This is an optimization exercise on Yosys and OpenROAD, whose aim is small area and a short achievable clock period, not a production implementation. Where RTL was checked, it was by simulation tests only, not by an equivalence proof against the original.

== rev 12 ==
==> flow/design.v (excerpt) <==
module KalmanFilter(
    input clk,
    input reset,
    input valid_in,
    input [7:0] z_k,
    output reg [7:0] x_k
);
Size in the first run: ~12 flip-flops, roughly 19 I/O pins, ~1400 µm² of cells after synthesis.
==> module KalmanFilter, before the edit <==
module KalmanFilter(
    input clk,
    input reset,
    input valid_in,
    input [7:0] z_k,
    output reg [7:0] x_k
);
    reg [1:0] state;   
    reg [1:0] pidx;    
    wire [7:0] c, x_next;
    kf_x u_x(.p(pidx), .x(x_k), .c(c));
    kf_z u_z(.p(pidx), .c(c), .z(z_k), .y(x_next));
    always @(posedge clk) begin
        if (reset) begin
            x_k   <= 8'd70;
            pidx  <= 2'd0;
            state <= 2'd0;
        end else begin
            if (state != 2'd0 || valid_in)
                state <= state + 2'd1;
            if (state == 2'd3) begin
                x_k <= x_next;
                if (pidx != 2'd3)
                    pidx <= pidx + 2'd1;
            end
        end
    end
endmodule
clock: 40.0 ns
lec_check: 0
cap_margin: 20
core_margin: 2
core_utilization: 40
cts_buf_list: sky130_fd_sc_hd__clkbuf_4
slew_margin: 20
standard.sh (not shown) runs the stock make flow with config.mk's settings and CLKGATE_MAP_FILE= SYNTH_SCRIPT=/design/flow/synth_recipe.tcl, a recipe that flattens the netlist after the stock synthesis.
==> flow/flow/run.sh <==
#!/bin/bash
# Layout flow: the standard flow (standard.sh) with these changes:
#  - synthesis keeps module kf_x (the logic that only depends on registers)
#    separate until technology mapping, maps it for area (flow/area.abc) and
#    the rest of the design for delay with area recovery (flow/delay.abc),
#    instead of ORFS's single ABC script; the design is flattened afterwards
#    exactly as in the standard synthesis;
#  - full/half-adder extraction is skipped (ADDER_MAP_FILE left empty);
#  - ports are buffered with buf_2 cells.
# Registers, their names and cell types are those of the standard synthesis.
set -euo pipefail
here=$(pwd)
cat > my_synth.tcl <<EOT
proc abc {args} {
  set i [lsearch -exact \$args -script]
  set ax \$args; lset ax [expr {\$i + 1}] $here/flow/area.abc
  set at \$args; lset at [expr {\$i + 1}] $here/flow/delay.abc
  yosys abc {*}\$ax kf_x
  yosys abc {*}\$at KalmanFilter
}
source $here/synth_recipe.tcl
EOT
sed -e "s#SYNTH_SCRIPT=[^ ]*#SYNTH_SCRIPT=$here/my_synth.tcl ADDER_MAP_FILE=#" standard.sh > my_standard.sh
grep -q "my_synth.tcl ADDER_MAP_FILE=" my_standard.sh
export SYNTH_KEEP_MODULES=kf_x
export BUFFER_PORTS_ARGS="-buffer_cell sky130_fd_sc_hd__buf_2"
bash my_standard.sh > flow.log 2>&1
==> flow/flow/area.abc <==
strash
dch -f
amap
topo
stime -p
==> flow/flow/delay.abc <==
strash
dch -f
map -D 2500
topo
stime -p
Rev 12 did not stop at any stage, and its layout met the timing, design-rule and antenna checks.
The following lists how rev 13 was set up differently from rev 12:
-- flow/design.v --
<<< rev 12, line 17
            state <= 2'd0;
        end else begin
            if (state != 2'd0 || valid_in)
                state <= state + 2'd1;
            if (state == 2'd3) begin
                x_k <= x_next;
                if (pidx != 2'd3)
>>> rev 13, line 17
            state <= 2'd0;
        end else begin
            state <= {state[0], ~state[1] & (state[0] | valid_in)};
            if (state == 2'b10) begin
                x_k <= x_next;
                if (pidx != 2'd3)
--- outcome ---
Compared rev 13 against rev 12; achievable frequency within noise. Rev 13: all stages complete, timing, DRC and antenna checks passed. In terms of share of the clock period used by the worst path after layout, rev 13 and rev 12 differ only marginally. Sort rev 12 and rev 13 by post-layout minimum cycle time, ascending, and rev 12 comes first. Diff rev 12 -> rev 13: count of sequential standard cells flat; area after synthesis down 0.35%; post-layout utilization of the core flat. Required time of the critical path: rev 13 vs rev 12, no meaningful difference.
No functional check of the RTL was part of rev 13.

--- another note on this design; it stands on its own ---

==> yarrow <==
## KalmanFilter
module KalmanFilter(
    input clk,
    input reset,
    input valid_in,
    input [7:0] z_k,
    output reg [7:0] x_k
);
Settings: LEC_CHECK=0, ABC_AREA=1, CAP_MARGIN=20, CORE_MARGIN=2, CORE_UTILIZATION=40, CTS_BUF_LIST=sky130_fd_sc_hd__clkbuf_4, SLEW_MARGIN=20; clock period 40.0 ns.
standard.sh (not shown) runs the stock make flow with config.mk's settings and CLKGATE_MAP_FILE= SYNTH_SCRIPT=/design/flow/synth_recipe.tcl, a recipe that flattens the netlist after the stock synthesis.
==> flow/flow/run.sh <==
#!/bin/bash
# Standard layout, but with small plain buffers on the ports.
cat standard.sh > standard_sh_copy.log
export BUFFER_PORTS_ARGS="-buffer_cell sky130_fd_sc_hd__buf_2"
bash standard.sh > standard.log 2>&1
==> nickel (differences from yarrow) <==
- CORE_UTILIZATION: 40 -> 70
- CTS_BUF_LIST: sky130_fd_sc_hd__clkbuf_4 -> unset
==> juniper (differences from yarrow) <==
- ABC_AREA: 1 -> unset
- CTS_BUF_LIST: sky130_fd_sc_hd__clkbuf_4 -> unset
==> pepper (differences from yarrow) <==
- CTS_BUF_LIST: sky130_fd_sc_hd__clkbuf_4 -> unset
==> comparison table <==
item                                                                  pepper      nickel      yarrow    juniper
Share of the synthesized netlist area taken by xor and xnor gates     0.0445      0.0445      0.0445     0.0523
Via count of the first global-routing pass                              1771        1810        1778       1712
Crit Path Max Fanout                                                       7           6           7         11
Synth unique cells                                                        34          34          34         48
Signal buf overhead                                                   0.0418      0.0431      0.0424     0.0414
Worst path max stage delay                                           0.48 ns     0.45 ns     0.48 ns    0.47 ns
Chip Width                                                           74.1 µm     57.0 µm     74.1 µm    74.9 µm
Start of the worst register-to-register path                          x_k[3]     pidx[0]      x_k[3]     x_k[2]
Final standard cell area without fillers                            2160 µm²    2090 µm²    2130 µm²   2180 µm²
Data arrival, critical path                                         10.88 ns    10.92 ns    10.89 ns   11.62 ns
Met2 track demand over resource in global routing                      0.301       0.494       0.300      0.299
Total of fill cells in the finished design                               509         205         514        521
Synthesized-area fraction occupied by and/or/nand/nor cells            0.258       0.258       0.258      0.159
CTS clk-pin slew, worst paths                                        0.06 ns     0.08 ns     0.08 ns    0.05 ns
Count of inserted tapcells                                                67          31          67         67
Result of the run                           no timing/DRC/antenna violations  no timing/DRC/antenna violations  no timing/DRC/antenna violations  no timing/DRC/antenna violations
Final worst path period share                                          0.268       0.268       0.268      0.288
Number of cells in the finished layout apart from fillers                386         350         386        336
No functional check of the RTL was part of any run of this note.

## re-timing with driven ports
No port has a modelled driver above. Below, the same layouts with a new extraction and two added sets of constraints.
Step 1 sets driving cells, clkbuf_16 on the clock port and buf_2 on the other inputs (assumed; they add their load-dependent delay and slew).
Step 2 also shifts input and output timing later by t, the mid clock arrival at the registers, as if the neighbouring blocks saw the same clock.
a / b / c = ideal ports / drivers / drivers and shift; a / b = the first two.
run | shift t [ns] | setup WS [ns] | worst hold slack (ns) | clock arrival spread, ns | slew at the worst register clock pin (ns)
rev 12 | 0.284 | 28.909 / 28.907 / 28.623 | 0.443 / 0.443 / 0.443 | 0.002 / 0.002 | 0.07 / 0.07
rev 13 | 0.290 | 28.885 / 28.888 / 28.597 | 0.430 / 0.430 / 0.430 | 0.009 / 0.009 | 0.08 / 0.08
yarrow | 0.291 | 29.296 / 29.290 / 28.998 | 0.481 / 0.481 / 0.481 | 0.011 / 0.011 | 0.08 / 0.08
nickel | 0.292 | 29.261 / 29.260 / 28.968 | 0.486 / 0.486 / 0.486 | 0.007 / 0.008 | 0.08 / 0.08
juniper | 0.267 | 28.489 / 28.494 / 28.227 | 0.528 / 0.528 / 0.528 | 0.005 / 0.004 | 0.05 / 0.05
pepper | 0.261 | 29.268 / 29.264 / 29.004 | 0.482 / 0.482 / 0.482 | 0.005 / 0.005 | 0.06 / 0.06
After both steps every run listed still meets setup and hold. The setup slack of yarrow, which loses most, moves by -0.006 ns with the drivers and by -0.298 ns with both steps.
